Background: an optimization exercise with open tools, aiming at small area. Do not read the settings as production practice. In this exercise RTL edits were held to simulation tests only and were not proved equivalent to the original. No activity file was given, so power comes from the tool's default toggle rates.

==> standard.sh <==
#!/bin/bash
# synth_recipe.tcl (not shown) runs the flow's synth.tcl, then flattens the netlist and writes it again
# the make line also repeats each setting of config.mk as NAME=value (left out here)
make -C /OpenROAD-flow-scripts/flow DESIGN_CONFIG=/design/flow/config.mk WORK_HOME=/design/flow/orfs CLKGATE_MAP_FILE= SYNTH_SCRIPT=/design/flow/synth_recipe.tcl "${@:-finish}"
==> flow/fixinv.py <==
#!/usr/bin/env python3
"""Post-synthesis clean-up of a flat sky130hd netlist written by Yosys.

A full adder computes the same function with all inputs and both outputs
inverted, so each fa_1 cell may be "flipped": fed the complements of its
inputs, giving the complements of its outputs. Yosys's full-adder extraction
often leaves inverters around fa_1 cells; this script chooses, for every
fa_1, the polarity that needs the fewest inverters, then rebuilds the
inverters that are still needed. It also replaces half adders with one
unused output by a single gate, and deletes half adders with none used.
The logic function of the netlist is unchanged.

usage: fixinv.py IN.v OUT.v
"""
import re
import sys
from collections import defaultdict

INV_RE = re.compile(r'^sky130_fd_sc_hd__(clk)?inv_\d+$')
OUT_PINS = {'X', 'Y', 'Q', 'Q_N', 'SUM', 'COUT', 'HI', 'LO'}


def parse(text):
    m = re.search(r'\bmodule\b.*?;', text, re.S)
    head_end = m.end()
    end = text.rindex('endmodule')
    body = text[head_end:end]
    cell_re = re.compile(r'\s*(sky130_fd_sc_hd__\w+)\s+(\\\S+\s|\S+)\s*\((.*?)\);', re.S)
    decls = []
    cells = []
    pos = 0
    stmts = re.split(r'(?<=;)', body)
    for st in stmts:
        s = st.strip()
        if not s:
            continue
        if s.startswith('sky130_fd_sc_hd__'):
            cm = cell_re.match(st)
            assert cm, st
            typ, name, pins = cm.group(1), cm.group(2).strip(), cm.group(3)
            pd = {}
            for pm in re.finditer(r'\.(\w+)\(\s*(.*?)\s*\)(?=\s*,|\s*$)', pins, re.S):
                pd[pm.group(1)] = pm.group(2).strip()
            cells.append([typ, name, pd])
        else:
            decls.append(st)
    return text[:head_end], decls, cells, text[end:]


def main(inp, outp):
    text = open(inp).read()
    head, decls, cells, tail = parse(text)
    ports_out = set()
    ports_in = set()
    for d in decls:
        mm = re.match(r'\s*(input|output)\s+(\[(\d+):(\d+)\]\s*)?(\S+)\s*;', d)
        if mm:
            nm = mm.group(5)
            if mm.group(2):
                hi, lo = int(mm.group(3)), int(mm.group(4))
                bits = [f'{nm}[{i}]' for i in range(min(hi, lo), max(hi, lo) + 1)]
            else:
                bits = [nm]
            (ports_out if mm.group(1) == 'output' else ports_in).update(bits)
    driver = {}
    for ci, (typ, name, pd) in enumerate(cells):
        for p, n in pd.items():
            if p in OUT_PINS:
                driver[n] = (ci, p)
    users = defaultdict(list)
    for ci, (typ, name, pd) in enumerate(cells):
        for p, n in pd.items():
            if p not in OUT_PINS:
                users[n].append((ci, p))

    def is_inv(ci):
        typ, name, pd = cells[ci]
        return INV_RE.match(typ) and pd['Y'] not in ports_out

    # root literal of a net through inverter chains
    memo = {}
    def root(n):
        if n in memo:
            return memo[n]
        d = driver.get(n)
        if d is not None and is_inv(d[0]) and d[1] == 'Y':
            b, par = root(cells[d[0]][2]['A'])
            r = (b, par ^ 1)
        else:
            r = (n, 0)
        memo[n] = r
        return r

    fa_ids = [ci for ci, c in enumerate(cells) if c[0].startswith('sky130_fd_sc_hd__fa_')]
    # a fa may be flipped unless one of its output nets is a port
    flippable = set(ci for ci in fa_ids if not any(cells[ci][2][p] in ports_out for p in ('SUM', 'COUT')))
    flip = defaultdict(int)                       # ci -> 0/1
    base_owner = {}                               # base net -> fa ci whose output it is
    for ci in fa_ids:
        for p in ('SUM', 'COUT'):
            base_owner[cells[ci][2][p]] = ci
    ha_ids = [ci for ci, c in enumerate(cells) if c[0].startswith('sky130_fd_sc_hd__ha_')]
    ha_base = {}                                  # ha output net -> ci (outputs that are not ports)
    for ci in ha_ids:
        for p in ('SUM', 'COUT'):
            if cells[ci][2][p] not in ports_out:
                ha_base[cells[ci][2][p]] = ci
    hphys = {}                                    # ha output net -> 1 if it will carry the complement
    # needs: list of (consumer ci or None, base, par) for every non-inverter input pin
    need = defaultdict(list)                       # base -> list of (ci, par) ; ci None = port
    for ci, (typ, name, pd) in enumerate(cells):
        if is_inv(ci):
            continue
        for p, n in pd.items():
            if p in OUT_PINS:
                continue
            b, par = root(n)
            need[b].append((ci, par))
    for n in ports_out:
        d = driver.get(n)
        if d is None:
            continue
        if is_inv(d[0]):
            pass
        # a port net driven by a non-inverter is its own base; consumers none
    # inverters driving ports are kept as cells (is_inv false), so their input is in need

    def phys(b):
        if b in hphys:
            return hphys[b]
        ci = base_owner.get(b)
        return flip[ci] if ci is not None else 0

    def pols_of(b):
        pols = set()
        for ci, par in need[b]:
            q = par ^ (flip[ci] if ci in flippable and cells[ci][0].startswith('sky130_fd_sc_hd__fa_') else 0)
            pols.add(q)
        return pols

    def cost_base(b):
        pols = pols_of(b)
        if b in ha_base:
            # a half adder output can be made in either polarity (xnor2 / nand2)
            return 1 if len(pols) == 2 else 0
        f = phys(b)
        return 1 if (f ^ 1) in pols else 0

    def bases_of(ci):
        pd = cells[ci][2]
        s = set()
        for p in ('A', 'B', 'CIN'):
            s.add(root(pd[p])[0])
        for p in ('SUM', 'COUT'):
            s.add(pd[p])
        return s

    import random
    rng = random.Random(1)
    order = sorted(flippable)
    allb = set()
    for ci in order:
        allb |= bases_of(ci)
    bases_cache = {ci: bases_of(ci) for ci in order}

    def total():
        return sum(cost_base(b) for b in allb)

    def greedy():
        improved = True
        while improved:
            improved = False
            for ci in order:
                bs = bases_cache[ci]
                before = sum(cost_base(b) for b in bs)
                flip[ci] ^= 1
                if sum(cost_base(b) for b in bs) < before:
                    improved = True
                else:
                    flip[ci] ^= 1

    greedy()
    best = total()
    best_flip = {ci: flip[ci] for ci in order}
    if order:
        cur = best
        steps = 40000
        for k in range(steps):
            temp = 1.5 * (1 - k / steps) + 0.05
            ci = rng.choice(order)
            bs = bases_cache[ci]
            before = sum(cost_base(b) for b in bs)
            flip[ci] ^= 1
            d = sum(cost_base(b) for b in bs) - before
            if d <= 0 or rng.random() < pow(2.718, -d / temp):
                cur += d
                if cur < best:
                    best = cur
                    best_flip = {c: flip[c] for c in order}
            else:
                flip[ci] ^= 1
        for c in order:
            flip[c] = best_flip[c]
        greedy()

    for b in ha_base:
        if pols_of(b) == {1}:
            hphys[b] = 1

    # rebuild
    newdecl = []
    invnet = {}
    newcells = []
    cnt = [0]
    pname = {}
    for b in hphys:
        cnt[0] += 1
        nm = f'_fixha_{cnt[0]}_'
        newdecl.append(f'  wire {nm};\n')
        pname[b] = nm
    for ci in fa_ids:
        if ci in flippable and flip[ci]:
            for p in ('SUM', 'COUT'):
                cnt[0] += 1
                nm = f'_fixflip_{cnt[0]}_'
                newdecl.append(f'  wire {nm};\n')
                pname[cells[ci][2][p]] = nm

    def lit_net(b, q):
        """net carrying base b xor q (q relative to the true base value)."""
        f = phys(b)
        if (q ^ f) == 0:
            return pname.get(b, b)
        if b not in invnet:
            cnt[0] += 1
            nm = f'_fixinv_{cnt[0]}_'
            newdecl.append(f'  wire {nm};\n')
            newcells.append(['sky130_fd_sc_hd__inv_1', f'_fixinv_cell_{cnt[0]}_', {'A': pname.get(b, b), 'Y': nm}])
            invnet[b] = nm
        return invnet[b]

    stats = defaultdict(int)
    for ci, (typ, name, pd) in enumerate(cells):
        if is_inv(ci):
            stats['inv_removed'] += 1
            continue
        isfa = typ.startswith('sky130_fd_sc_hd__fa_')
        fl = flip[ci] if (isfa and ci in flippable) else 0
        npd = {}
        for p, n in pd.items():
            if p in OUT_PINS:
                npd[p] = n
            else:
                b, par = root(n)
                npd[p] = lit_net(b, par ^ fl)
        if typ.startswith('sky130_fd_sc_hd__ha_'):
            su = pd['SUM']; co = pd['COUT']
            used_s = bool(users.get(su)) or su in ports_out
            used_c = bool(users.get(co)) or co in ports_out
            if not used_s and not used_c:
                stats['ha_deleted'] += 1
                continue
            ps = hphys.get(su, 0); pc = hphys.get(co, 0)
            if used_s and used_c and ps == 0 and pc == 0:
                newcells.append([typ, name if npd == pd else (name[:-1] if name.endswith('_') else name) + '_fx', npd])
                continue
            base = name[:-1] if name.endswith('_') else name
            if used_s:
                if ps:
                    newcells.append(['sky130_fd_sc_hd__xnor2_1', base + '_fs', {'A': npd['A'], 'B': npd['B'], 'Y': pname[su]}])
                else:
                    newcells.append(['sky130_fd_sc_hd__xor2_1', base + '_fs', {'A': npd['A'], 'B': npd['B'], 'X': su}])
                stats['ha_sum_gate'] += 1
            if used_c:
                if pc:
                    newcells.append(['sky130_fd_sc_hd__nand2_1', base + '_fc', {'A': npd['A'], 'B': npd['B'], 'Y': pname[co]}])
                else:
                    newcells.append(['sky130_fd_sc_hd__and2_1', base + '_fc', {'A': npd['A'], 'B': npd['B'], 'X': co}])
                stats['ha_carry_gate'] += 1
            continue
        if isfa and fl:
            stats['fa_flipped'] += 1
            for p in ('SUM', 'COUT'):
                npd[p] = pname[pd[p]]
        if npd != pd and '__df' not in typ and '__sdf' not in typ and '__edf' not in typ:
            # a changed combinational cell gets a new name; registers keep theirs
            name = (name[:-1] if name.endswith('_') else name) + '_fx'
        newcells.append([typ, name, npd])
    # sanity: every net used by a cell must be driven or be an input port
    driven = set(ports_in)
    for typ, name, pd in newcells:
        for p, n in pd.items():
            if p in OUT_PINS:
                driven.add(n)
    for typ, name, pd in newcells:
        for p, n in pd.items():
            if p not in OUT_PINS and n not in driven and not re.match(r"^\d+'", n):
                raise SystemExit(f'undriven net {n} at {name}.{p}')
    for n in ports_out:
        assert n in driven or n in ports_in, n
    stats['inv_added'] = len(invnet)
    out = [head]
    out.extend(decls)
    out.extend(newdecl)
    for typ, name, pd in newcells:
        pins = ',\n'.join(f'    .{p}({n}' + (' ' if n.startswith('\\') else '') + ')' for p, n in pd.items())
        nm = name if not name.startswith('\\') else name + ' '
        out.append(f'\n  {typ} {nm} (\n{pins}\n  );')
    out.append('\n')
    out.append(tail)
    open(outp, 'w').write(''.join(out))
    print(dict(stats), file=sys.stderr)


if __name__ == '__main__':
    main(sys.argv[1], sys.argv[2])
==> flow/run.sh <==
#!/bin/bash
# Layout flow: the standard synthesis, a netlist clean-up that removes
# inverters around full adders (flow/fixinv.py: same logic function, same
# registers), then the standard ORFS flow with the ports buffered by the
# smallest buffer and a clock tree without dummy loads.
set -euo pipefail
R=orfs/results/${FLOW_PLATFORM}/vga_ycbcr/base

bash standard.sh synth > synth.log 2>&1

cp $R/1_2_yosys.v yosys_netlist.v
python3 flow/fixinv.py yosys_netlist.v $R/1_2_yosys.v > fixinv.log 2>&1
rm -f $R/1_synth.odb $R/1_synth.sdc

export BUFFER_PORTS_ARGS="-buffer_cell sky130_fd_sc_hd__buf_1"
export CTS_ARGS="-sink_clustering_enable -repair_clock_nets -dont_use_dummy_load -buf_list ${CTS_LEAF_BUF:-sky130_fd_sc_hd__clkbuf_4} -root_buf sky130_fd_sc_hd__clkbuf_8"
bash standard.sh finish > layout.log 2>&1
==> config.mk <==
export PLATFORM = sky130hd
export DESIGN_NAME = vga_ycbcr
export DESIGN_NICKNAME = vga_ycbcr
export VERILOG_FILES = /design/flow/design.v
export SDC_FILE = /design/flow/constraint.sdc
export NUM_CORES = 4
export LEC_CHECK = 0
export CAP_MARGIN = 20
export CORE_MARGIN = 2
export CORE_UTILIZATION = 65
export SLEW_MARGIN = 20
export SYNTH_HIERARCHICAL = 1
==> design.v <==
`timescale 1ns / 1ps
module vga_ctl
	(
	input         pix_clk,
	input         reset_n,
	output [11:0] hcount,
	output [11:0] vcount,
	output        VGA_HS,
	output        VGA_VS,
	output        VGA_DE
	);
reg [10:0] hc;    
reg [9:0]  vc;    
reg        vsync_r;
wire h_end = ~hc[10] & hc[9] & hc[8] & hc[6] & hc[3];           
wire v_end = vc[9] & vc[6] & ~vc[5] & vc[4] & vc[3] & vc[0];      
wire y_1   = vc[9] & vc[6] & vc[5] & ~vc[4] & ~vc[3] & ~vc[0];    
wire y_4   = vc[9] & vc[6] & vc[5] & ~vc[4] & ~vc[2] & ~vc[1] & vc[0];  
wire [10:0] hn;
wire [10:0] hcy;
assign hn[0] = ~hc[0];
assign hcy[0] = hc[0];
genvar i;
generate for (i = 1; i < 11; i = i + 1) begin : g_hinc
	ycc_ha u_ha (.a(hc[i]), .b(hcy[i-1]), .s(hn[i]), .co(hcy[i]));
end endgenerate
wire [9:0] vn;
wire [9:0] vcy;
generate for (i = 0; i < 10; i = i + 1) begin : g_vinc
	ycc_ha u_ha (.a(vc[i]), .b(i == 0 ? h_end : vcy[i-1]), .s(vn[i]), .co(vcy[i]));
end endgenerate
always @(posedge pix_clk or negedge reset_n)
	if (!reset_n) hc <= 11'd1833;         
	else          hc <= {hn[10] | h_end, hn[9:7], hn[6] & ~h_end, hn[5] | h_end, hn[4:0]};
always @(posedge pix_clk or negedge reset_n)
	if (!reset_n)   vc <= 10'd998;        
	else if (v_end) vc <= 10'd998;
	else            vc <= vn;
always @(posedge pix_clk or negedge reset_n)
	if (!reset_n)  vsync_r <= 1'b1;
	else if (y_1)  vsync_r <= 1'b0;
	else if (y_4)  vsync_r <= 1'b1;
wire hs_low = hc[10] & (hc[9:0] > 10'd809) & (hc[9:0] < 10'd937);
wire hde = ~hc[10] & (|hc[9:0]) & ~(hc[9] & hc[8] & (hc[6] | (hc[5] & (|hc[4:0]))));
wire vde = ~(vc[9] & (vc[8] | (vc[6] & vc[4] & vc[3])));
wire de = hde & vde;
assign VGA_HS = ~hs_low;
assign VGA_VS = vsync_r;
assign VGA_DE = de;
assign hcount = {2'b0, hc[9:0] & {10{de}}};
assign vcount = {2'b0, vc[9:0] & {10{de}}};
endmodule
`timescale 1ns/1ps
module rgb_to_ycbcr(
	input         clk,
	input  [23:0] i_rgb,
	input         i_h_sync,
	input         i_v_sync,
	input         i_data_en,
	output [7:0]  o_y_8b,
	output [7:0]  o_cb_8b,
	output [7:0]  o_cr_8b,
	output        o_h_sync,
	output        o_v_sync,
	output        o_data_en
	);
reg [23:0] p1;
reg [8:0]  e1, e2;
reg [7:0]  gg;
reg [23:0] q3, q4;
reg [3:0]  hs_d, vs_d, de_d;
always @(posedge clk) begin
	hs_d <= {hs_d[2:0], i_h_sync};
	vs_d <= {vs_d[2:0], i_v_sync};
	de_d <= {de_d[2:0], i_data_en};
end
wire [7:0] r = de_d[0] ? p1[23:16] : 8'd0;
wire [7:0] g = de_d[0] ? p1[15:8]  : 8'd0;
wire [7:0] b = de_d[0] ? p1[7:0]   : 8'd0;
wire t1 = ~(r[0] ^ ~g[0]);
wire t2 = r[0] | ~g[0];
wire t3, t4;
ycc_fa u_t3 (.a(r[1]), .b(~g[1]), .c(t2), .s(t3), .co(t4));
wire t5, t6;
ycc_fa u_t5 (.a(r[2]), .b(~g[2]), .c(t4), .s(t5), .co(t6));
wire t7, t8;
ycc_fa u_t7 (.a(r[3]), .b(~g[3]), .c(t6), .s(t7), .co(t8));
wire t9, t10;
ycc_fa u_t9 (.a(r[4]), .b(~g[4]), .c(t8), .s(t9), .co(t10));
wire t11, t12;
ycc_fa u_t11 (.a(r[5]), .b(~g[5]), .c(t10), .s(t11), .co(t12));
wire t13, t14;
ycc_fa u_t13 (.a(r[6]), .b(~g[6]), .c(t12), .s(t13), .co(t14));
wire t15, t16;
ycc_fa u_t15 (.a(r[7]), .b(~g[7]), .c(t14), .s(t15), .co(t16));
wire t17 = ~(b[0] ^ ~g[0]);
wire t18 = b[0] | ~g[0];
wire t19, t20;
ycc_fa u_t19 (.a(b[1]), .b(~g[1]), .c(t18), .s(t19), .co(t20));
wire t21, t22;
ycc_fa u_t21 (.a(b[2]), .b(~g[2]), .c(t20), .s(t21), .co(t22));
wire t23, t24;
ycc_fa u_t23 (.a(b[3]), .b(~g[3]), .c(t22), .s(t23), .co(t24));
wire t25, t26;
ycc_fa u_t25 (.a(b[4]), .b(~g[4]), .c(t24), .s(t25), .co(t26));
wire t27, t28;
ycc_fa u_t27 (.a(b[5]), .b(~g[5]), .c(t26), .s(t27), .co(t28));
wire t29, t30;
ycc_fa u_t29 (.a(b[6]), .b(~g[6]), .c(t28), .s(t29), .co(t30));
wire t31, t32;
ycc_fa u_t31 (.a(b[7]), .b(~g[7]), .c(t30), .s(t31), .co(t32));
wire [8:0] e1_n = {t16, t15, t13, t11, t9, t7, t5, t3, t1};
wire [8:0] e2_n = {t32, t31, t29, t27, t25, t23, t21, t19, t17};
wire t33, t34;
ycc_ha u_t33 (.a(e1[1]), .b(e1[0]), .s(t33), .co(t34));
wire t35, t36;
ycc_fa u_t35 (.a(e1[2]), .b(e1[1]), .c(t34), .s(t35), .co(t36));
wire t37, t38;
ycc_fa u_t37 (.a(e1[3]), .b(e1[2]), .c(t36), .s(t37), .co(t38));
wire t39, t40;
ycc_fa u_t39 (.a(e1[4]), .b(e1[3]), .c(t38), .s(t39), .co(t40));
wire t41, t42;
ycc_fa u_t41 (.a(e1[5]), .b(e1[4]), .c(t40), .s(t41), .co(t42));
wire t43, t44;
ycc_fa u_t43 (.a(e1[6]), .b(e1[5]), .c(t42), .s(t43), .co(t44));
wire t45, t46;
ycc_fa u_t45 (.a(e1[7]), .b(e1[6]), .c(t44), .s(t45), .co(t46));
wire t47, t48;
ycc_fa u_t47 (.a(e1[8]), .b(e1[7]), .c(t46), .s(t47), .co(t48));
wire t49, t50;
ycc_ha u_t49 (.a(e1[8]), .b(t48), .s(t49), .co(t50));
wire t51 = ~(~gg[0] ^ ~gg[3]);
wire t52 = ~gg[0] | ~gg[3];
wire t53, t54;
ycc_fa u_t53 (.a(~gg[1]), .b(~gg[4]), .c(t35), .s(t53), .co(t54));
wire t55 = ~(~gg[2] ^ ~gg[5]);
wire t56 = ~gg[2] | ~gg[5];
wire t57, t58;
ycc_ha u_t57 (.a(t37), .b(~e1[7]), .s(t57), .co(t58));
wire t59, t60;
ycc_fa u_t59 (.a(~gg[0]), .b(~gg[3]), .c(~gg[6]), .s(t59), .co(t60));
wire t61, t62;
ycc_fa u_t61 (.a(t39), .b(~e1[8]), .c(e2[4]), .s(t61), .co(t62));
wire t63, t64;
ycc_fa u_t63 (.a(gg[0]), .b(~gg[1]), .c(~gg[4]), .s(t63), .co(t64));
wire t65, t66;
ycc_fa u_t65 (.a(~gg[7]), .b(t41), .c(e2[5]), .s(t65), .co(t66));
wire t67, t68;
ycc_fa u_t67 (.a(gg[1]), .b(gg[2]), .c(~gg[5]), .s(t67), .co(t68));
wire t69, t70;
ycc_ha u_t69 (.a(t43), .b(e2[6]), .s(t69), .co(t70));
wire t71 = ~(gg[3] ^ ~gg[6]);
wire t72 = gg[3] | ~gg[6];
wire t73, t74;
ycc_ha u_t73 (.a(t45), .b(e2[7]), .s(t73), .co(t74));
wire t75, t76;
ycc_fa u_t75 (.a(gg[4]), .b(~gg[7]), .c(t47), .s(t75), .co(t76));
wire t77, t78;
ycc_ha u_t77 (.a(~gg[2]), .b(e1[0]), .s(t77), .co(t78));
wire t79, t80;
ycc_fa u_t79 (.a(t51), .b(t33), .c(~e1[5]), .s(t79), .co(t80));
wire t81, t82;
ycc_fa u_t81 (.a(t52), .b(t53), .c(~e1[6]), .s(t81), .co(t82));
wire t83, t84;
ycc_fa u_t83 (.a(t54), .b(t55), .c(t57), .s(t83), .co(t84));
wire t85, t86;
ycc_fa u_t85 (.a(t56), .b(t58), .c(t59), .s(t85), .co(t86));
wire t87, t88;
ycc_fa u_t87 (.a(t60), .b(t62), .c(t63), .s(t87), .co(t88));
wire t89, t90;
ycc_fa u_t89 (.a(t64), .b(t66), .c(t67), .s(t89), .co(t90));
wire t91, t92;
ycc_fa u_t91 (.a(t68), .b(t70), .c(t71), .s(t91), .co(t92));
wire t93, t94;
ycc_fa u_t93 (.a(t72), .b(t74), .c(t75), .s(t93), .co(t94));
wire t95 = ~(t76 ^ gg[5]);
wire t96 = t76 | gg[5];
wire t97, t98;
ycc_ha u_t97 (.a(~gg[1]), .b(~e1[3]), .s(t97), .co(t98));
wire t99, t100;
ycc_fa u_t99 (.a(t77), .b(~e1[4]), .c(e2[0]), .s(t99), .co(t100));
wire t101, t102;
ycc_fa u_t101 (.a(t78), .b(t79), .c(e2[1]), .s(t101), .co(t102));
wire t103, t104;
ycc_fa u_t103 (.a(t80), .b(t81), .c(e2[2]), .s(t103), .co(t104));
wire t105, t106;
ycc_fa u_t105 (.a(t82), .b(t83), .c(e2[3]), .s(t105), .co(t106));
wire t107, t108;
ycc_fa u_t107 (.a(t84), .b(t85), .c(t61), .s(t107), .co(t108));
wire t109, t110;
ycc_fa u_t109 (.a(t86), .b(t87), .c(t65), .s(t109), .co(t110));
wire t111, t112;
ycc_fa u_t111 (.a(t88), .b(t89), .c(t69), .s(t111), .co(t112));
wire t113, t114;
ycc_fa u_t113 (.a(t90), .b(t91), .c(t73), .s(t113), .co(t114));
wire t115, t116;
ycc_fa u_t115 (.a(t92), .b(t93), .c(e2[8]), .s(t115), .co(t116));
wire t117, t118;
ycc_fa u_t117 (.a(t94), .b(t95), .c(t49), .s(t117), .co(t118));
wire t119, t120;
ycc_fa u_t119 (.a(t96), .b(gg[6]), .c(t50), .s(t119), .co(t120));
wire t121 = ~e1[1] & ~e1[0];
wire t122 = (gg[0] & ~e1[2]) | (gg[0] & t121) | (~e1[2] & t121);
wire t123 = (~gg[0] & t97) | (~gg[0] & t122) | (t97 & t122);
wire t124 = (t98 & t99) | (t98 & t123) | (t99 & t123);
wire t125 = (t100 & t101) | (t100 & t124) | (t101 & t124);
wire t126 = (t102 & t103) | (t102 & t125) | (t103 & t125);
wire t127 = (t104 & t105) | (t104 & t126) | (t105 & t126);
wire t128, t129;
ycc_fa u_t128 (.a(t106), .b(t107), .c(t127), .s(t128), .co(t129));
wire t130, t131;
ycc_fa u_t130 (.a(t108), .b(t109), .c(t129), .s(t130), .co(t131));
wire t132, t133;
ycc_fa u_t132 (.a(t110), .b(t111), .c(t131), .s(t132), .co(t133));
wire t134, t135;
ycc_fa u_t134 (.a(t112), .b(t113), .c(t133), .s(t134), .co(t135));
wire t136, t137;
ycc_fa u_t136 (.a(t114), .b(t115), .c(t135), .s(t136), .co(t137));
wire t138, t139;
ycc_fa u_t138 (.a(t116), .b(t117), .c(t137), .s(t138), .co(t139));
wire t140, t141;
ycc_fa u_t140 (.a(t118), .b(t119), .c(t139), .s(t140), .co(t141));
wire t142 = t120 ^ ~gg[7] ^ t141;
wire t143, t144;
ycc_ha u_t143 (.a(e2[1]), .b(~e2[4]), .s(t143), .co(t144));
wire t145 = ~(e2[2] ^ ~e2[5]);
wire t146 = e2[2] | ~e2[5];
wire t147, t148;
ycc_ha u_t147 (.a(e2[3]), .b(~e2[6]), .s(t147), .co(t148));
wire t149 = ~(e2[4] ^ ~e2[7]);
wire t150 = e2[4] | ~e2[7];
wire t151, t152;
ycc_ha u_t151 (.a(~e2[2]), .b(t41), .s(t151), .co(t152));
wire t153, t154;
ycc_fa u_t153 (.a(~e2[0]), .b(~e2[3]), .c(t43), .s(t153), .co(t154));
wire t155, t156;
ycc_fa u_t155 (.a(e2[0]), .b(t143), .c(t45), .s(t155), .co(t156));
wire t157, t158;
ycc_fa u_t157 (.a(t144), .b(t145), .c(t47), .s(t157), .co(t158));
wire t159, t160;
ycc_fa u_t159 (.a(t146), .b(t147), .c(t49), .s(t159), .co(t160));
wire t161, t162;
ycc_fa u_t161 (.a(t148), .b(t149), .c(t50), .s(t161), .co(t162));
wire t163, t164;
ycc_fa u_t163 (.a(t150), .b(e2[5]), .c(~e2[8]), .s(t163), .co(t164));
wire t165, t166;
ycc_fa u_t165 (.a(e2[1]), .b(t39), .c(~e1[0]), .s(t165), .co(t166));
wire t167, t168;
ycc_fa u_t167 (.a(~e2[1]), .b(t151), .c(~e1[1]), .s(t167), .co(t168));
wire t169, t170;
ycc_fa u_t169 (.a(t152), .b(t153), .c(~e1[2]), .s(t169), .co(t170));
wire t171, t172;
ycc_fa u_t171 (.a(t154), .b(t155), .c(~e1[3]), .s(t171), .co(t172));
wire t173, t174;
ycc_fa u_t173 (.a(t156), .b(t157), .c(~e1[4]), .s(t173), .co(t174));
wire t175, t176;
ycc_fa u_t175 (.a(t158), .b(t159), .c(~e1[5]), .s(t175), .co(t176));
wire t177, t178;
ycc_fa u_t177 (.a(t160), .b(t161), .c(~e1[6]), .s(t177), .co(t178));
wire t179, t180;
ycc_fa u_t179 (.a(t162), .b(t163), .c(~e1[7]), .s(t179), .co(t180));
wire t181, t182;
ycc_fa u_t181 (.a(t164), .b(e2[6]), .c(~e1[8]), .s(t181), .co(t182));
wire t183 = e2[0] & t37;
wire t184 = (~e2[0] & t165) | (~e2[0] & t183) | (t165 & t183);
wire t185 = (t166 & t167) | (t166 & t184) | (t167 & t184);
wire t186 = (t168 & t169) | (t168 & t185) | (t169 & t185);
wire t187, t188;
ycc_fa u_t187 (.a(t170), .b(t171), .c(t186), .s(t187), .co(t188));
wire t189, t190;
ycc_fa u_t189 (.a(t172), .b(t173), .c(t188), .s(t189), .co(t190));
wire t191, t192;
ycc_fa u_t191 (.a(t174), .b(t175), .c(t190), .s(t191), .co(t192));
wire t193, t194;
ycc_fa u_t193 (.a(t176), .b(t177), .c(t192), .s(t193), .co(t194));
wire t195, t196;
ycc_fa u_t195 (.a(t178), .b(t179), .c(t194), .s(t195), .co(t196));
wire t197, t198;
ycc_fa u_t197 (.a(t180), .b(t181), .c(t196), .s(t197), .co(t198));
wire t199, t200;
ycc_fa u_t199 (.a(t182), .b(~e2[7]), .c(t198), .s(t199), .co(t200));
wire t201 = e2[7] ^ ~e2[8] ^ t200;
wire t202, t203;
ycc_ha u_t202 (.a(e1[1]), .b(~e1[4]), .s(t202), .co(t203));
wire t204 = ~(e1[2] ^ ~e1[5]);
wire t205 = e1[2] | ~e1[5];
wire t206, t207;
ycc_ha u_t206 (.a(~e1[1]), .b(~e2[2]), .s(t206), .co(t207));
wire t208, t209;
ycc_ha u_t208 (.a(~e1[2]), .b(~e2[3]), .s(t208), .co(t209));
wire t210, t211;
ycc_fa u_t210 (.a(~e1[0]), .b(~e1[3]), .c(~e2[4]), .s(t210), .co(t211));
wire t212, t213;
ycc_fa u_t212 (.a(e1[0]), .b(t202), .c(~e2[5]), .s(t212), .co(t213));
wire t214, t215;
ycc_fa u_t214 (.a(t203), .b(t204), .c(~e2[6]), .s(t214), .co(t215));
wire t216, t217;
ycc_fa u_t216 (.a(t205), .b(~e1[3]), .c(~e1[6]), .s(t216), .co(t217));
wire t218, t219;
ycc_fa u_t218 (.a(e1[3]), .b(e1[4]), .c(~e1[7]), .s(t218), .co(t219));
wire t220, t221;
ycc_fa u_t220 (.a(e1[0]), .b(~e2[1]), .c(~e2[3]), .s(t220), .co(t221));
wire t222, t223;
ycc_fa u_t222 (.a(~e1[0]), .b(t206), .c(~e2[4]), .s(t222), .co(t223));
wire t224, t225;
ycc_fa u_t224 (.a(t207), .b(t208), .c(~e2[5]), .s(t224), .co(t225));
wire t226, t227;
ycc_fa u_t226 (.a(t209), .b(t210), .c(~e2[6]), .s(t226), .co(t227));
wire t228, t229;
ycc_fa u_t228 (.a(t211), .b(t212), .c(~e2[7]), .s(t228), .co(t229));
wire t230, t231;
ycc_fa u_t230 (.a(t213), .b(t214), .c(~e2[8]), .s(t230), .co(t231));
wire t232, t233;
ycc_fa u_t232 (.a(t215), .b(t216), .c(~e2[7]), .s(t232), .co(t233));
wire t234, t235;
ycc_fa u_t234 (.a(t217), .b(t218), .c(~e2[8]), .s(t234), .co(t235));
wire t236, t237;
ycc_fa u_t236 (.a(t219), .b(e1[5]), .c(~e1[8]), .s(t236), .co(t237));
wire t238 = ~e2[1] & ~e2[0];
wire t239 = (e2[0] & ~e2[2]) | (e2[0] & t238) | (~e2[2] & t238);
wire t240 = (~e2[0] & t220) | (~e2[0] & t239) | (t220 & t239);
wire t241 = (t221 & t222) | (t221 & t240) | (t222 & t240);
wire t242 = (t223 & t224) | (t223 & t241) | (t224 & t241);
wire t243 = (t225 & t226) | (t225 & t242) | (t226 & t242);
wire t244, t245;
ycc_fa u_t244 (.a(t227), .b(t228), .c(t243), .s(t244), .co(t245));
wire t246, t247;
ycc_fa u_t246 (.a(t229), .b(t230), .c(t245), .s(t246), .co(t247));
wire t248, t249;
ycc_fa u_t248 (.a(t231), .b(t232), .c(t247), .s(t248), .co(t249));
wire t250, t251;
ycc_fa u_t250 (.a(t233), .b(t234), .c(t249), .s(t250), .co(t251));
wire t252, t253;
ycc_fa u_t252 (.a(t235), .b(t236), .c(t251), .s(t252), .co(t253));
wire t254, t255;
ycc_fa u_t254 (.a(t237), .b(~e1[6]), .c(t253), .s(t254), .co(t255));
wire t256, t257;
ycc_fa u_t256 (.a(e1[6]), .b(~e1[7]), .c(t255), .s(t256), .co(t257));
wire t258 = e1[7] ^ ~e1[8] ^ t257;
wire [23:0] ycc_n = {t142, t140, t138, t136, t134, t132, t130, t128, t201, t199, t197, t195, t193, t191, t189, t187, t258, t256, t254, t252, t250, t248, t246, t244};
always @(posedge clk) begin
	p1 <= i_rgb;
	e1 <= e1_n;
	e2 <= e2_n;
	gg <= g;
	q3 <= ycc_n;
	q4 <= q3;
end
assign o_y_8b    = q4[23:16];
assign o_cb_8b   = q4[15:8];
assign o_cr_8b   = q4[7:0];
assign o_h_sync  = hs_d[3];
assign o_v_sync  = vs_d[3];
assign o_data_en = de_d[3];
endmodule
module ycc_fa(input a, input b, input c, output s, output co);
assign s = a ^ b ^ c;
assign co = (a & b) | (a & c) | (b & c);
endmodule
module ycc_ha(input a, input b, output s, output co);
assign s = a ^ b;
assign co = a & b;
endmodule
`timescale 1ns / 1ps
module vga_ycbcr
	(
	input           clk,
	input           reset_n,
	input  [23:0]   i_rgb,
	output [11:0]   o_hcount,
	output [11:0]   o_vcount,
	output [7:0]    o_y,
	output [7:0]    o_cb,
	output [7:0]    o_cr,
	output          o_hs,
	output          o_vs,
	output          o_de
	);
wire vga_hs, vga_vs, vga_de;
vga_ctl U_VGA(
	.pix_clk(clk),
	.reset_n(reset_n),
	.hcount(o_hcount),
	.vcount(o_vcount),
	.VGA_HS(vga_hs),
	.VGA_VS(vga_vs),
	.VGA_DE(vga_de)
	);
rgb_to_ycbcr U_YCBCR(
	.clk(clk),
	.i_rgb(i_rgb),
	.i_h_sync(vga_hs),
	.i_v_sync(vga_vs),
	.i_data_en(vga_de),
	.o_y_8b(o_y),
	.o_cb_8b(o_cb),
	.o_cr_8b(o_cr),
	.o_h_sync(o_hs),
	.o_v_sync(o_vs),
	.o_data_en(o_de)
	);
endmodule
==> constraint.sdc <==
create_clock -name core_clock -period 10.0 [get_ports {clk}]
set_input_delay 2.0000 -clock core_clock [delete_from_list [all_inputs] [get_ports {clk}]]
set_output_delay 2.0000 -clock core_clock [all_outputs]
set_load 0.01 [all_outputs]
==> out/qor.yml, run 1 <==
worstReg2RegEnd: "U_YCBCR.q3[15]"
power.share.combinational_pct: 53.9
numCtsBuffers: 17
cts_sinks: 132
die_area_sq_um: 10400
die_x_microns: 102
core-area_sq_um: 9280
cp-start-kind: "register"
crit_path_cell_trace: "ha_1, fa_1, fa_1, fa_1, fa_1, fa_1, fa_1, fa_1, fa_1, fa_1, fa_1, fa_1, fa_1, fa_1, fa_1, fa_1, xnor2_1, xnor2_1"
grt_pass1_vias: 3688
period_minus_slack_ps: 7150
path_clk_slew_ps: 120
routedWlPerCell_microns: 15.8
grt-ovfl-total: 0
rr_startpoint: "U_YCBCR.e1[0]"
p_int_mw: 1.32
crit_required_ps: 10260
cpPeakStageDelay_ps: 550
antenna_left: 0
syn_inst: 445
power.density_nw_per_um2: 314
grt.total_usage_pct: 23.0
ios: 77
whs_endpoint: "U_YCBCR.q4[15]"
post-cts-setup-buffers: 0
die_h_microns: 102
clk_latency_ps: 410
port_buffers: 72
crit_family: "adder cells"
drv_cap: 0
gp_congestion: 0.843
cts_hold_buf: 0
cts_max_level: 4
routed_via_density: 5.18
crit_type: "register to register"
cpMaxStageDelayCell: "fa_1"
crit_path_max_fanout: 6
rsz0062_at_grt: "false"
clock.fmax_ghz: 0.140
tightestPinTransition_ps: 641
avgSynthCellArea_sq_um: 14.0
post-route-period-util_pct: 71.5
dp_hpwl_microns: 8370
drtIter0Drc: 95
ir_drop_uv: 141
p_total_mw: 2.12
vias: 3412
holdPathStages: 0
root_buffer: "clkbuf_8"
swShare_pct: 37.9
hp-class: "register to register"
reg2reg_depth: 18
setup_violations: 0
drive_above_1_share_pct: 7.92
seq_power_share_pct: 34.8
final_cell_mix: "dfxtp_1, fa_1, buf_1"
cts_resized: 0
clockBufferDepth: 2
cp_common_cell: "fa_1"
grt_max_degree: 26
fill_cells: 665
slew_headroom_pct: 57.2
wl_microns: 10400
power_frac_clock_pct: 11.3
insertedDiodeCount: 0
grt_pass1_wl_microns: 17400
hp-start: "U_YCBCR.q3[15]"
outcome: "no timing/DRC/antenna violations"
p_sw_mw: 0.803
cts_tree: "yes"
yosys_warnings: 8
antenna_found_initial: 0
critPathArrivalTime_ps: 7410
maxSlewViolCount: 0
clock_skew_ps: 41.6
layout_commonest_cell: "dfxtp_1"
cp-end-kind: "register"
initial_core_util_pct: 67.1
netlist_area_sq_um: 6230
fp-row-count: 35
final_hold_viol_count: 0
firstDrtPassIters: 4
drc_errors: 0
r2r_setup_slack_ps: 2850
syn_to_final_growth_pct: 8.42
leakage_nw: 2.93
worst-path-buf-inv: 0
final_nets: 686
setup_tns_ps: 0
-- final cells by class --
type                    count  area [sq um]  area share (%)
repair buffers             73           278            4.11
multi-input cells         268          3260            48.3
clock buffers              17           134            1.98
inverters                  40           150            2.22
well taps                 129           161            2.39
flip-flops and latches    132          2770            41.0
-- worst max path at each step --
stage / start / to / slack, ps / cells past startpoint
floorplan: U_YCBCR.e1[0] / U_YCBCR.q3[15] / 3020 / 18
global placement: U_YCBCR.e1[0] / U_YCBCR.q3[15] / 2890 / 18
detailed placement: U_YCBCR.e1[0] / U_YCBCR.q3[15] / 2810 / 18
CTS: U_YCBCR.e1[0] / U_YCBCR.q3[15] / 2810 / 18
global route: U_YCBCR.e1[0] / U_YCBCR.q3[15] / 2550 / 18
finish: U_YCBCR.e1[0] / U_YCBCR.q3[15] / 2850 / 18
-- power groups by stage --
| stage | Combinational (mW) | Sequential (mW) | Clock (mW) |
|---|---|---|---|
| final | 1.14 | 0.737 | 0.240 |
| after CTS | 1.16 | 0.740 | 0.250 |
| after global placement | 1.12 | 0.749 | 0 |
| after floorplan | 0.757 | 0.764 | 0 |
| after detailed placement | 1.16 | 0.752 | 0 |
| after global routing | 1.33 | 0.752 | 0.269 |
-- registers in the layout (all words and copies together) (netlist names) --
register	count
U_YCBCR.q3	24
U_YCBCR.de_d	4
U_VGA.vc	10
U_YCBCR.q4	24
U_VGA.hc	11
U_YCBCR.vs_d	4
U_YCBCR.p1	24
U_YCBCR.e2	9
U_YCBCR.e1	9
U_YCBCR.hs_d	4
U_VGA.vsync_r	1
U_YCBCR.gg	8
-- per-stage QoR --
step	hold WS, ps	instances	utilization [%]	instance area (sq um)	setup WS [ps]
2_1_floorplan	310	448	-	6240	3020
3_3_place_gp	312	642	71.3	6620	2890
3_5_place_dp	312	642	71.3	6620	2810
4_1_cts	293	659	72.7	6750	2810
5_1_grt	304	659	72.7	6750	2550
6_report	292	659	72.7	6750	2850
-- metal layers --
metal  share of wire (%)  GRT usage [%]  vias up  wire length [microns]
li1                    -              -     1591                      -
met2                  53           40.1       96                   5530
met5                   0              0        -                      0
met4                 2.2           10.4        0                    225
met3                 4.7           5.47       17                    493
met1                  40           27.2     1708                   4140
==> run 2: changes to the inputs <==
--- a/design.v
+++ b/design.v
@@ -76,37 +76,37 @@
 end
-wire [7:0] r = de_d[0] ? p1[23:16] : 8'd0;
-wire [7:0] g = de_d[0] ? p1[15:8]  : 8'd0;
-wire [7:0] b = de_d[0] ? p1[7:0]   : 8'd0;
-wire t1 = ~(r[0] ^ ~g[0]);
-wire t2 = r[0] | ~g[0];
+wire [7:0] nr = ~(p1[23:16] & {8{de_d[0]}});
+wire [7:0] g  = p1[15:8] & {8{de_d[0]}};
+wire [7:0] nb = ~(p1[7:0] & {8{de_d[0]}});
+wire t1, t2;
+ycc_ha u_t1 (.a(nr[0]), .b(g[0]), .s(t1), .co(t2));
 wire t3, t4;
-ycc_fa u_t3 (.a(r[1]), .b(~g[1]), .c(t2), .s(t3), .co(t4));
+ycc_fa u_t3 (.a(nr[1]), .b(g[1]), .c(t2), .s(t3), .co(t4));
 wire t5, t6;
-ycc_fa u_t5 (.a(r[2]), .b(~g[2]), .c(t4), .s(t5), .co(t6));
+ycc_fa u_t5 (.a(nr[2]), .b(g[2]), .c(t4), .s(t5), .co(t6));
 wire t7, t8;
-ycc_fa u_t7 (.a(r[3]), .b(~g[3]), .c(t6), .s(t7), .co(t8));
+ycc_fa u_t7 (.a(nr[3]), .b(g[3]), .c(t6), .s(t7), .co(t8));
 wire t9, t10;
-ycc_fa u_t9 (.a(r[4]), .b(~g[4]), .c(t8), .s(t9), .co(t10));
+ycc_fa u_t9 (.a(nr[4]), .b(g[4]), .c(t8), .s(t9), .co(t10));
 wire t11, t12;
-ycc_fa u_t11 (.a(r[5]), .b(~g[5]), .c(t10), .s(t11), .co(t12));
+ycc_fa u_t11 (.a(nr[5]), .b(g[5]), .c(t10), .s(t11), .co(t12));
 wire t13, t14;
-ycc_fa u_t13 (.a(r[6]), .b(~g[6]), .c(t12), .s(t13), .co(t14));
+ycc_fa u_t13 (.a(nr[6]), .b(g[6]), .c(t12), .s(t13), .co(t14));
 wire t15, t16;
-ycc_fa u_t15 (.a(r[7]), .b(~g[7]), .c(t14), .s(t15), .co(t16));
-wire t17 = ~(b[0] ^ ~g[0]);
-wire t18 = b[0] | ~g[0];
+ycc_fa u_t15 (.a(nr[7]), .b(g[7]), .c(t14), .s(t15), .co(t16));
+wire t17, t18;
+ycc_ha u_t17 (.a(nb[0]), .b(g[0]), .s(t17), .co(t18));
 wire t19, t20;
-ycc_fa u_t19 (.a(b[1]), .b(~g[1]), .c(t18), .s(t19), .co(t20));
+ycc_fa u_t19 (.a(nb[1]), .b(g[1]), .c(t18), .s(t19), .co(t20));
 wire t21, t22;
-ycc_fa u_t21 (.a(b[2]), .b(~g[2]), .c(t20), .s(t21), .co(t22));
+ycc_fa u_t21 (.a(nb[2]), .b(g[2]), .c(t20), .s(t21), .co(t22));
 wire t23, t24;
-ycc_fa u_t23 (.a(b[3]), .b(~g[3]), .c(t22), .s(t23), .co(t24));
+ycc_fa u_t23 (.a(nb[3]), .b(g[3]), .c(t22), .s(t23), .co(t24));
 wire t25, t26;
-ycc_fa u_t25 (.a(b[4]), .b(~g[4]), .c(t24), .s(t25), .co(t26));
+ycc_fa u_t25 (.a(nb[4]), .b(g[4]), .c(t24), .s(t25), .co(t26));
 wire t27, t28;
-ycc_fa u_t27 (.a(b[5]), .b(~g[5]), .c(t26), .s(t27), .co(t28));
+ycc_fa u_t27 (.a(nb[5]), .b(g[5]), .c(t26), .s(t27), .co(t28));
 wire t29, t30;
-ycc_fa u_t29 (.a(b[6]), .b(~g[6]), .c(t28), .s(t29), .co(t30));
+ycc_fa u_t29 (.a(nb[6]), .b(g[6]), .c(t28), .s(t29), .co(t30));
 wire t31, t32;
-ycc_fa u_t31 (.a(b[7]), .b(~g[7]), .c(t30), .s(t31), .co(t32));
+ycc_fa u_t31 (.a(nb[7]), .b(g[7]), .c(t30), .s(t31), .co(t32));
 wire [8:0] e1_n = {t16, t15, t13, t11, t9, t7, t5, t3, t1};
@@ -114,19 +114,19 @@
 wire t33, t34;
-ycc_ha u_t33 (.a(e1[1]), .b(e1[0]), .s(t33), .co(t34));
+ycc_ha u_t33 (.a(~e1[1]), .b(~e1[0]), .s(t33), .co(t34));
 wire t35, t36;
-ycc_fa u_t35 (.a(e1[2]), .b(e1[1]), .c(t34), .s(t35), .co(t36));
+ycc_fa u_t35 (.a(~e1[2]), .b(~e1[1]), .c(t34), .s(t35), .co(t36));
 wire t37, t38;
-ycc_fa u_t37 (.a(e1[3]), .b(e1[2]), .c(t36), .s(t37), .co(t38));
+ycc_fa u_t37 (.a(~e1[3]), .b(~e1[2]), .c(t36), .s(t37), .co(t38));
 wire t39, t40;
-ycc_fa u_t39 (.a(e1[4]), .b(e1[3]), .c(t38), .s(t39), .co(t40));
+ycc_fa u_t39 (.a(~e1[4]), .b(~e1[3]), .c(t38), .s(t39), .co(t40));
 wire t41, t42;
-ycc_fa u_t41 (.a(e1[5]), .b(e1[4]), .c(t40), .s(t41), .co(t42));
+ycc_fa u_t41 (.a(~e1[5]), .b(~e1[4]), .c(t40), .s(t41), .co(t42));
 wire t43, t44;
-ycc_fa u_t43 (.a(e1[6]), .b(e1[5]), .c(t42), .s(t43), .co(t44));
+ycc_fa u_t43 (.a(~e1[6]), .b(~e1[5]), .c(t42), .s(t43), .co(t44));
 wire t45, t46;
-ycc_fa u_t45 (.a(e1[7]), .b(e1[6]), .c(t44), .s(t45), .co(t46));
+ycc_fa u_t45 (.a(~e1[7]), .b(~e1[6]), .c(t44), .s(t45), .co(t46));
 wire t47, t48;
-ycc_fa u_t47 (.a(e1[8]), .b(e1[7]), .c(t46), .s(t47), .co(t48));
+ycc_fa u_t47 (.a(~e1[8]), .b(~e1[7]), .c(t46), .s(t47), .co(t48));
 wire t49, t50;
-ycc_ha u_t49 (.a(e1[8]), .b(t48), .s(t49), .co(t50));
+ycc_ha u_t49 (.a(~e1[8]), .b(t48), .s(t49), .co(t50));
 wire t51 = ~(~gg[0] ^ ~gg[3]);
@@ -138,3 +138,3 @@
 wire t57, t58;
-ycc_ha u_t57 (.a(t37), .b(~e1[7]), .s(t57), .co(t58));
+ycc_ha u_t57 (.a(t37), .b(e1[7]), .s(t57), .co(t58));
 wire t59, t60;
@@ -142,3 +142,3 @@
 wire t61, t62;
-ycc_fa u_t61 (.a(t39), .b(~e1[8]), .c(e2[4]), .s(t61), .co(t62));
+ycc_fa u_t61 (.a(t39), .b(e1[8]), .c(~e2[4]), .s(t61), .co(t62));
 wire t63, t64;
@@ -146,3 +146,3 @@
 wire t65, t66;
-ycc_fa u_t65 (.a(~gg[7]), .b(t41), .c(e2[5]), .s(t65), .co(t66));
+ycc_fa u_t65 (.a(~gg[7]), .b(t41), .c(~e2[5]), .s(t65), .co(t66));
 wire t67, t68;
@@ -150,3 +150,3 @@
 wire t69, t70;
-ycc_ha u_t69 (.a(t43), .b(e2[6]), .s(t69), .co(t70));
+ycc_ha u_t69 (.a(t43), .b(~e2[6]), .s(t69), .co(t70));
 wire t71 = ~(gg[3] ^ ~gg[6]);
@@ -154,3 +154,3 @@
 wire t73, t74;
-ycc_ha u_t73 (.a(t45), .b(e2[7]), .s(t73), .co(t74));
+ycc_ha u_t73 (.a(t45), .b(~e2[7]), .s(t73), .co(t74));
 wire t75, t76;
@@ -158,7 +158,7 @@
 wire t77, t78;
-ycc_ha u_t77 (.a(~gg[2]), .b(e1[0]), .s(t77), .co(t78));
+ycc_ha u_t77 (.a(~gg[2]), .b(~e1[0]), .s(t77), .co(t78));
 wire t79, t80;
-ycc_fa u_t79 (.a(t51), .b(t33), .c(~e1[5]), .s(t79), .co(t80));
+ycc_fa u_t79 (.a(t51), .b(t33), .c(e1[5]), .s(t79), .co(t80));
 wire t81, t82;
-ycc_fa u_t81 (.a(t52), .b(t53), .c(~e1[6]), .s(t81), .co(t82));
+ycc_fa u_t81 (.a(t52), .b(t53), .c(e1[6]), .s(t81), .co(t82));
 wire t83, t84;
@@ -178,11 +178,11 @@
 wire t97, t98;
-ycc_ha u_t97 (.a(~gg[1]), .b(~e1[3]), .s(t97), .co(t98));
+ycc_ha u_t97 (.a(~gg[1]), .b(e1[3]), .s(t97), .co(t98));
 wire t99, t100;
-ycc_fa u_t99 (.a(t77), .b(~e1[4]), .c(e2[0]), .s(t99), .co(t100));
+ycc_fa u_t99 (.a(t77), .b(e1[4]), .c(~e2[0]), .s(t99), .co(t100));
 wire t101, t102;
-ycc_fa u_t101 (.a(t78), .b(t79), .c(e2[1]), .s(t101), .co(t102));
+ycc_fa u_t101 (.a(t78), .b(t79), .c(~e2[1]), .s(t101), .co(t102));
 wire t103, t104;
-ycc_fa u_t103 (.a(t80), .b(t81), .c(e2[2]), .s(t103), .co(t104));
+ycc_fa u_t103 (.a(t80), .b(t81), .c(~e2[2]), .s(t103), .co(t104));
 wire t105, t106;
-ycc_fa u_t105 (.a(t82), .b(t83), .c(e2[3]), .s(t105), .co(t106));
+ycc_fa u_t105 (.a(t82), .b(t83), .c(~e2[3]), .s(t105), .co(t106));
 wire t107, t108;
@@ -196,3 +196,3 @@
 wire t115, t116;
-ycc_fa u_t115 (.a(t92), .b(t93), .c(e2[8]), .s(t115), .co(t116));
+ycc_fa u_t115 (.a(t92), .b(t93), .c(~e2[8]), .s(t115), .co(t116));
 wire t117, t118;
@@ -201,4 +201,4 @@
 ycc_fa u_t119 (.a(t96), .b(gg[6]), .c(t50), .s(t119), .co(t120));
-wire t121 = ~e1[1] & ~e1[0];
-wire t122 = (gg[0] & ~e1[2]) | (gg[0] & t121) | (~e1[2] & t121);
+wire t121 = e1[1] & e1[0];
+wire t122 = (gg[0] & e1[2]) | (gg[0] & t121) | (e1[2] & t121);
 wire t123 = (~gg[0] & t97) | (~gg[0] & t122) | (t97 & t122);
@@ -224,15 +224,15 @@
 wire t143, t144;
-ycc_ha u_t143 (.a(e2[1]), .b(~e2[4]), .s(t143), .co(t144));
-wire t145 = ~(e2[2] ^ ~e2[5]);
-wire t146 = e2[2] | ~e2[5];
+ycc_ha u_t143 (.a(~e2[1]), .b(e2[4]), .s(t143), .co(t144));
+wire t145 = ~(~e2[2] ^ e2[5]);
+wire t146 = ~e2[2] | e2[5];
 wire t147, t148;
-ycc_ha u_t147 (.a(e2[3]), .b(~e2[6]), .s(t147), .co(t148));
-wire t149 = ~(e2[4] ^ ~e2[7]);
-wire t150 = e2[4] | ~e2[7];
+ycc_ha u_t147 (.a(~e2[3]), .b(e2[6]), .s(t147), .co(t148));
+wire t149 = ~(~e2[4] ^ e2[7]);
+wire t150 = ~e2[4] | e2[7];
 wire t151, t152;
-ycc_ha u_t151 (.a(~e2[2]), .b(t41), .s(t151), .co(t152));
+ycc_ha u_t151 (.a(e2[2]), .b(t41), .s(t151), .co(t152));
 wire t153, t154;
-ycc_fa u_t153 (.a(~e2[0]), .b(~e2[3]), .c(t43), .s(t153), .co(t154));
+ycc_fa u_t153 (.a(e2[0]), .b(e2[3]), .c(t43), .s(t153), .co(t154));
 wire t155, t156;
-ycc_fa u_t155 (.a(e2[0]), .b(t143), .c(t45), .s(t155), .co(t156));
+ycc_fa u_t155 (.a(~e2[0]), .b(t143), .c(t45), .s(t155), .co(t156));
 wire t157, t158;
@@ -244,23 +244,23 @@
 wire t163, t164;
-ycc_fa u_t163 (.a(t150), .b(e2[5]), .c(~e2[8]), .s(t163), .co(t164));
+ycc_fa u_t163 (.a(t150), .b(~e2[5]), .c(e2[8]), .s(t163), .co(t164));
 wire t165, t166;
-ycc_fa u_t165 (.a(e2[1]), .b(t39), .c(~e1[0]), .s(t165), .co(t166));
+ycc_fa u_t165 (.a(~e2[1]), .b(t39), .c(e1[0]), .s(t165), .co(t166));
 wire t167, t168;
-ycc_fa u_t167 (.a(~e2[1]), .b(t151), .c(~e1[1]), .s(t167), .co(t168));
+ycc_fa u_t167 (.a(e2[1]), .b(t151), .c(e1[1]), .s(t167), .co(t168));
 wire t169, t170;
-ycc_fa u_t169 (.a(t152), .b(t153), .c(~e1[2]), .s(t169), .co(t170));
+ycc_fa u_t169 (.a(t152), .b(t153), .c(e1[2]), .s(t169), .co(t170));
 wire t171, t172;
-ycc_fa u_t171 (.a(t154), .b(t155), .c(~e1[3]), .s(t171), .co(t172));
+ycc_fa u_t171 (.a(t154), .b(t155), .c(e1[3]), .s(t171), .co(t172));
 wire t173, t174;
-ycc_fa u_t173 (.a(t156), .b(t157), .c(~e1[4]), .s(t173), .co(t174));
+ycc_fa u_t173 (.a(t156), .b(t157), .c(e1[4]), .s(t173), .co(t174));
 wire t175, t176;
-ycc_fa u_t175 (.a(t158), .b(t159), .c(~e1[5]), .s(t175), .co(t176));
+ycc_fa u_t175 (.a(t158), .b(t159), .c(e1[5]), .s(t175), .co(t176));
 wire t177, t178;
-ycc_fa u_t177 (.a(t160), .b(t161), .c(~e1[6]), .s(t177), .co(t178));
+ycc_fa u_t177 (.a(t160), .b(t161), .c(e1[6]), .s(t177), .co(t178));
 wire t179, t180;
-ycc_fa u_t179 (.a(t162), .b(t163), .c(~e1[7]), .s(t179), .co(t180));
+ycc_fa u_t179 (.a(t162), .b(t163), .c(e1[7]), .s(t179), .co(t180));
 wire t181, t182;
-ycc_fa u_t181 (.a(t164), .b(e2[6]), .c(~e1[8]), .s(t181), .co(t182));
-wire t183 = e2[0] & t37;
-wire t184 = (~e2[0] & t165) | (~e2[0] & t183) | (t165 & t183);
+ycc_fa u_t181 (.a(t164), .b(~e2[6]), .c(e1[8]), .s(t181), .co(t182));
+wire t183 = ~e2[0] & t37;
+wire t184 = (e2[0] & t165) | (e2[0] & t183) | (t165 & t183);
 wire t185 = (t166 & t167) | (t166 & t184) | (t167 & t184);
@@ -280,43 +280,43 @@
 wire t199, t200;
-ycc_fa u_t199 (.a(t182), .b(~e2[7]), .c(t198), .s(t199), .co(t200));
-wire t201 = e2[7] ^ ~e2[8] ^ t200;
+ycc_fa u_t199 (.a(t182), .b(e2[7]), .c(t198), .s(t199), .co(t200));
+wire t201 = ~e2[7] ^ e2[8] ^ t200;
 wire t202, t203;
-ycc_ha u_t202 (.a(e1[1]), .b(~e1[4]), .s(t202), .co(t203));
-wire t204 = ~(e1[2] ^ ~e1[5]);
-wire t205 = e1[2] | ~e1[5];
+ycc_ha u_t202 (.a(~e1[1]), .b(e1[4]), .s(t202), .co(t203));
+wire t204 = ~(~e1[2] ^ e1[5]);
+wire t205 = ~e1[2] | e1[5];
 wire t206, t207;
-ycc_ha u_t206 (.a(~e1[1]), .b(~e2[2]), .s(t206), .co(t207));
+ycc_ha u_t206 (.a(e1[1]), .b(e2[2]), .s(t206), .co(t207));
 wire t208, t209;
-ycc_ha u_t208 (.a(~e1[2]), .b(~e2[3]), .s(t208), .co(t209));
+ycc_ha u_t208 (.a(e1[2]), .b(e2[3]), .s(t208), .co(t209));
 wire t210, t211;
-ycc_fa u_t210 (.a(~e1[0]), .b(~e1[3]), .c(~e2[4]), .s(t210), .co(t211));
+ycc_fa u_t210 (.a(e1[0]), .b(e1[3]), .c(e2[4]), .s(t210), .co(t211));
 wire t212, t213;
-ycc_fa u_t212 (.a(e1[0]), .b(t202), .c(~e2[5]), .s(t212), .co(t213));
+ycc_fa u_t212 (.a(~e1[0]), .b(t202), .c(e2[5]), .s(t212), .co(t213));
 wire t214, t215;
-ycc_fa u_t214 (.a(t203), .b(t204), .c(~e2[6]), .s(t214), .co(t215));
+ycc_fa u_t214 (.a(t203), .b(t204), .c(e2[6]), .s(t214), .co(t215));
 wire t216, t217;
-ycc_fa u_t216 (.a(t205), .b(~e1[3]), .c(~e1[6]), .s(t216), .co(t217));
+ycc_fa u_t216 (.a(t205), .b(e1[3]), .c(e1[6]), .s(t216), .co(t217));
 wire t218, t219;
-ycc_fa u_t218 (.a(e1[3]), .b(e1[4]), .c(~e1[7]), .s(t218), .co(t219));
+ycc_fa u_t218 (.a(~e1[3]), .b(~e1[4]), .c(e1[7]), .s(t218), .co(t219));
 wire t220, t221;
-ycc_fa u_t220 (.a(e1[0]), .b(~e2[1]), .c(~e2[3]), .s(t220), .co(t221));
+ycc_fa u_t220 (.a(~e1[0]), .b(e2[1]), .c(e2[3]), .s(t220), .co(t221));
 wire t222, t223;
-ycc_fa u_t222 (.a(~e1[0]), .b(t206), .c(~e2[4]), .s(t222), .co(t223));
+ycc_fa u_t222 (.a(e1[0]), .b(t206), .c(e2[4]), .s(t222), .co(t223));
 wire t224, t225;
-ycc_fa u_t224 (.a(t207), .b(t208), .c(~e2[5]), .s(t224), .co(t225));
+ycc_fa u_t224 (.a(t207), .b(t208), .c(e2[5]), .s(t224), .co(t225));
 wire t226, t227;
-ycc_fa u_t226 (.a(t209), .b(t210), .c(~e2[6]), .s(t226), .co(t227));
+ycc_fa u_t226 (.a(t209), .b(t210), .c(e2[6]), .s(t226), .co(t227));
 wire t228, t229;
-ycc_fa u_t228 (.a(t211), .b(t212), .c(~e2[7]), .s(t228), .co(t229));
+ycc_fa u_t228 (.a(t211), .b(t212), .c(e2[7]), .s(t228), .co(t229));
 wire t230, t231;
-ycc_fa u_t230 (.a(t213), .b(t214), .c(~e2[8]), .s(t230), .co(t231));
+ycc_fa u_t230 (.a(t213), .b(t214), .c(e2[8]), .s(t230), .co(t231));
 wire t232, t233;
-ycc_fa u_t232 (.a(t215), .b(t216), .c(~e2[7]), .s(t232), .co(t233));
+ycc_fa u_t232 (.a(t215), .b(t216), .c(e2[7]), .s(t232), .co(t233));
 wire t234, t235;
-ycc_fa u_t234 (.a(t217), .b(t218), .c(~e2[8]), .s(t234), .co(t235));
+ycc_fa u_t234 (.a(t217), .b(t218), .c(e2[8]), .s(t234), .co(t235));
 wire t236, t237;
-ycc_fa u_t236 (.a(t219), .b(e1[5]), .c(~e1[8]), .s(t236), .co(t237));
-wire t238 = ~e2[1] & ~e2[0];
-wire t239 = (e2[0] & ~e2[2]) | (e2[0] & t238) | (~e2[2] & t238);
-wire t240 = (~e2[0] & t220) | (~e2[0] & t239) | (t220 & t239);
+ycc_fa u_t236 (.a(t219), .b(~e1[5]), .c(e1[8]), .s(t236), .co(t237));
+wire t238 = e2[1] & e2[0];
+wire t239 = (~e2[0] & e2[2]) | (~e2[0] & t238) | (e2[2] & t238);
+wire t240 = (e2[0] & t220) | (e2[0] & t239) | (t220 & t239);
 wire t241 = (t221 & t222) | (t221 & t240) | (t222 & t240);
@@ -335,6 +335,6 @@
 wire t254, t255;
-ycc_fa u_t254 (.a(t237), .b(~e1[6]), .c(t253), .s(t254), .co(t255));
+ycc_fa u_t254 (.a(t237), .b(e1[6]), .c(t253), .s(t254), .co(t255));
 wire t256, t257;
-ycc_fa u_t256 (.a(e1[6]), .b(~e1[7]), .c(t255), .s(t256), .co(t257));
-wire t258 = e1[7] ^ ~e1[8] ^ t257;
+ycc_fa u_t256 (.a(~e1[6]), .b(e1[7]), .c(t255), .s(t256), .co(t257));
+wire t258 = ~e1[7] ^ e1[8] ^ t257;
 wire [23:0] ycc_n = {t142, t140, t138, t136, t134, t132, t130, t128, t201, t199, t197, t195, t193, t191, t189, t187, t258, t256, t254, t252, t250, t248, t246, t244};
==> run 2 against run 1 <==
Against the previous run: still clean on timing, DRC and antenna; non-clock buffer count unchanged; final cell count decreased by 1.7%; critical path depth increased by 1; global-route usage decreased by 0.18 points; fmax decreased by 5.1%; sequential power increased by 0.8%; combinational power decreased by 4%; clock-buffer cell count unchanged; highest routed layer unchanged.
==> out/qor.yml, run 2 <==
cp-end-kind: "register"  # unchanged
final_nets: 677  # was 686
rsz0062_at_grt: "false"  # unchanged
post-cts-setup-buffers: 0  # unchanged
layout_commonest_cell: "dfxtp_1"  # unchanged
grt_pass1_wl_microns: 17100  # was 17400 microns
cts_resized: 0  # unchanged
grt-ovfl-total: 0  # unchanged
drv_cap: 0  # unchanged
core-area_sq_um: 9240  # was 9280 sq um
port_buffers: 72  # unchanged
ir_drop_uv: 163  # was 141 uV
cts_tree: "yes"  # unchanged
tightestPinTransition_ps: 729  # was 641 ps
avgSynthCellArea_sq_um: 14.2  # was 14.0 sq um
clk_latency_ps: 390  # was 410 ps
die_h_microns: 101  # was 102 microns
power_frac_clock_pct: 11.1  # was 11.3%
firstDrtPassIters: 4  # unchanged
drive_above_1_share_pct: 8.29  # was 7.92%
numCtsBuffers: 17  # unchanged
dpl_cell_area_sq_um: 6570  # was 6620 sq um
critPathLaunch: "U_YCBCR.e1[0]"  # unchanged
insertedDiodeCount: 0  # unchanged
syn_to_final_growth_pct: 8.49  # was 8.42%
routed_via_density: 5.14  # was 5.18
path_clk_slew_ps: 100  # was 120 ps
routedWlPerCell_microns: 16.0  # was 15.8 microns
crit_end: "U_YCBCR.q3[15]"  # unchanged
swShare_pct: 37.3  # was 37.9%
crit_required_ps: 10260  # about the same
gp_congestion: 0.922  # was 0.843
grt_max_degree: 26  # unchanged
cts_hold_buf: 0  # unchanged
cts_max_level: 4  # unchanged
p_sw_mw: 0.767  # was 0.803 mW
final_cell_mix: "dfxtp_1, fa_1, buf_1"  # unchanged
antenna_found_initial: 0  # unchanged
outcome: "no timing/DRC/antenna violations"  # unchanged
clock.fmax_ghz: 0.133  # was 0.140 GHz
wl_microns: 10400  # about the same
fp-row-count: 35  # unchanged
syn_inst: 434  # was 445
grt.total_usage_pct: 22.8  # was 23.0%
crit_type: "register to register"  # unchanged
drtIter0Drc: 111  # was 95
worstReg2RegEnd: "U_YCBCR.q3[15]"  # unchanged
critPathArrivalTime_ps: 7790  # was 7410 ps
antenna_left: 0  # unchanged
setup_tns_ps: 0  # unchanged
vias: 3331  # was 3412
die_area_sq_um: 10300  # was 10400 sq um
seqCellArea_sq_um: 2770  # unchanged
leakage_nw: 2.91  # was 2.93 nW
slew_headroom_pct: 51.0  # was 57.2%
maxSlewViolCount: 0  # unchanged
hp-class: "register to register"  # unchanged
rr_startpoint: "U_YCBCR.e1[0]"  # unchanged
power.share.combinational_pct: 52.8  # was 53.9%
clockBufferDepth: 2  # unchanged
hold_ws_ps: 294  # was 292 ps
clock_skew_ps: 32.6  # was 41.6 ps
p_total_mw: 2.06  # was 2.12 mW
seq_power_share_pct: 36.1  # was 34.8%
r2r_setup_slack_ps: 2470  # was 2850 ps
dp_hpwl_microns: 8680  # was 8370 microns
initial_core_util_pct: 66.9  # was 67.1%
yosys_warnings: 8  # unchanged
setup_violations: 0  # unchanged
post-route-period-util_pct: 75.3  # was 71.5%
ios: 77  # unchanged
drc_errors: 0  # unchanged
grt_pass1_vias: 3525  # was 3688
cts_sinks: 132  # unchanged
die_x_microns: 101  # was 102 microns
multiInputGateArea_sq_um: 3240  # was 3260 sq um
power.density_nw_per_um2: 307  # was 314 nW/um^2
period_minus_slack_ps: 7530  # was 7150 ps
reg2reg_depth: 19  # was 18
root_buffer: "clkbuf_8"  # unchanged
p_int_mw: 1.29  # was 1.32 mW
crit_path_max_fanout: 5  # was 6
cp-start-kind: "register"  # unchanged
reg_top3: "U_YCBCR.p1: 24 flops, U_YCBCR.q3: 24 flops, U_YCBCR.q4: 24 flops"  # unchanged
design_area_sq_um: 6700  # was 6750 sq um
final_hold_viol_count: 0  # unchanged
netlist_area_sq_um: 6180  # was 6230 sq um
fill_cells: 618  # was 665
## run 2: changes by cell type in the layout (fill, tap and decap cells not counted), moves of 2 or more
cell / change
maj3_1: +2
ha_1: +2
a21boi_0: -2
inv_1: -7
and2_1: -7
nand2_1: +5
xnor2_1: -2
## run 2: area by class of cell
cell class | count | area share, %
Clock buffer | 17 | 2.00
Inverter | 33 | 1.85
Multi-Input combinational cell | 264 | 48.3
Sequential cell | 132 | 41.3
Tap cell | 129 | 2.41
Timing Repair Buffer | 73 | 4.14
## run 2: power groups by stage
stage	sequential [mW]	combinational [mW]	clock (mW)
after global routing	0.757	1.27	0.256
final	0.743	1.09	0.228
after floorplan	0.765	0.750	0
after global placement	0.753	1.07	0
after detailed placement	0.758	1.11	0
after CTS	0.745	1.11	0.238
## run 2: metrics by stage
| step | std cells | utilization (%) | setup slack [ps] |
|---|---|---|---|
| 2_1_floorplan | 437 | - | 2800 |
| 3_3_place_gp | 631 | 71.1 | 2590 |
| 3_5_place_dp | 631 | 71.1 | 2510 |
| 4_1_cts | 648 | 72.5 | 2460 |
| 5_1_grt | 648 | 72.5 | 2120 |
| 6_report | 648 | 72.5 | 2470 |
## run 2: routing by layer
layer,up-vias,track usage (%),share of wire (%)
met1,1649,32.0,46
met5,-,0,0
li1,1557,-,-
met3,18,7.45,5.6
met4,0,8.94,1.8
met2,107,33.5,46
## run 2: worst min path at each step
stage	startpoint	to	slack [ps]	cells after the start
floorplan	U_YCBCR.de_d[1]	U_YCBCR.de_d[2]	310	0
global placement	U_YCBCR.hs_d[1]	U_YCBCR.hs_d[2]	310	0
detailed placement	U_YCBCR.q3[10]	U_YCBCR.q4[10]	310	0
CTS	U_YCBCR.q3[20]	U_YCBCR.q4[20]	290	0
global route	U_YCBCR.q3[20]	U_YCBCR.q4[20]	290	0
finish	U_YCBCR.q3[20]	U_YCBCR.q4[20]	290	0
## run 2: critical path, stage by stage (launching register included)
cell and delay [ps]:
dfxtp_1 490, inv_1 180, ha_1 230, fa_1 380
fa_1 400, fa_1 400, fa_1 390, fa_1 390
fa_1 400, fa_1 550, fa_1 440, fa_1 490
fa_1 420, fa_1 390, fa_1 420, fa_1 400
fa_1 390, fa_1 390, xnor2_1 150, xnor2_1 130

## port drivers added, routing unchanged
In the flow no input, the clock included, has a driving cell. The finished layouts below were timed again as built, in two steps. Step 1 assumes that a clkbuf_16 drives the clock port and a buf_2 every other input. Step 2 adds t to the input delays and takes it off the output delays; t is the mean of the earliest and latest rising clock arrival at the registers after step 1. Input paths then give back, and output paths get back, about the clock's delay inside the block. a / b / c = ideal ports / drivers / drivers and shift; a / b = the first two.
| run | t (ns) | setup slack, ns | worst setup path after step 2 | worst register clock-pin slew, ns | worst slew at a driven data input, ns |
|---|---|---|---|---|---|
| run 1 | 0.421 | 2.851 / 2.851 / 2.851 | register to register | 0.12 / 0.12 | 0.03 |
| run 2 | 0.408 | 2.467 / 2.467 / 2.467 | register to register | 0.11 / 0.11 | 0.03 |
After both steps setup and hold are still met in every run listed.
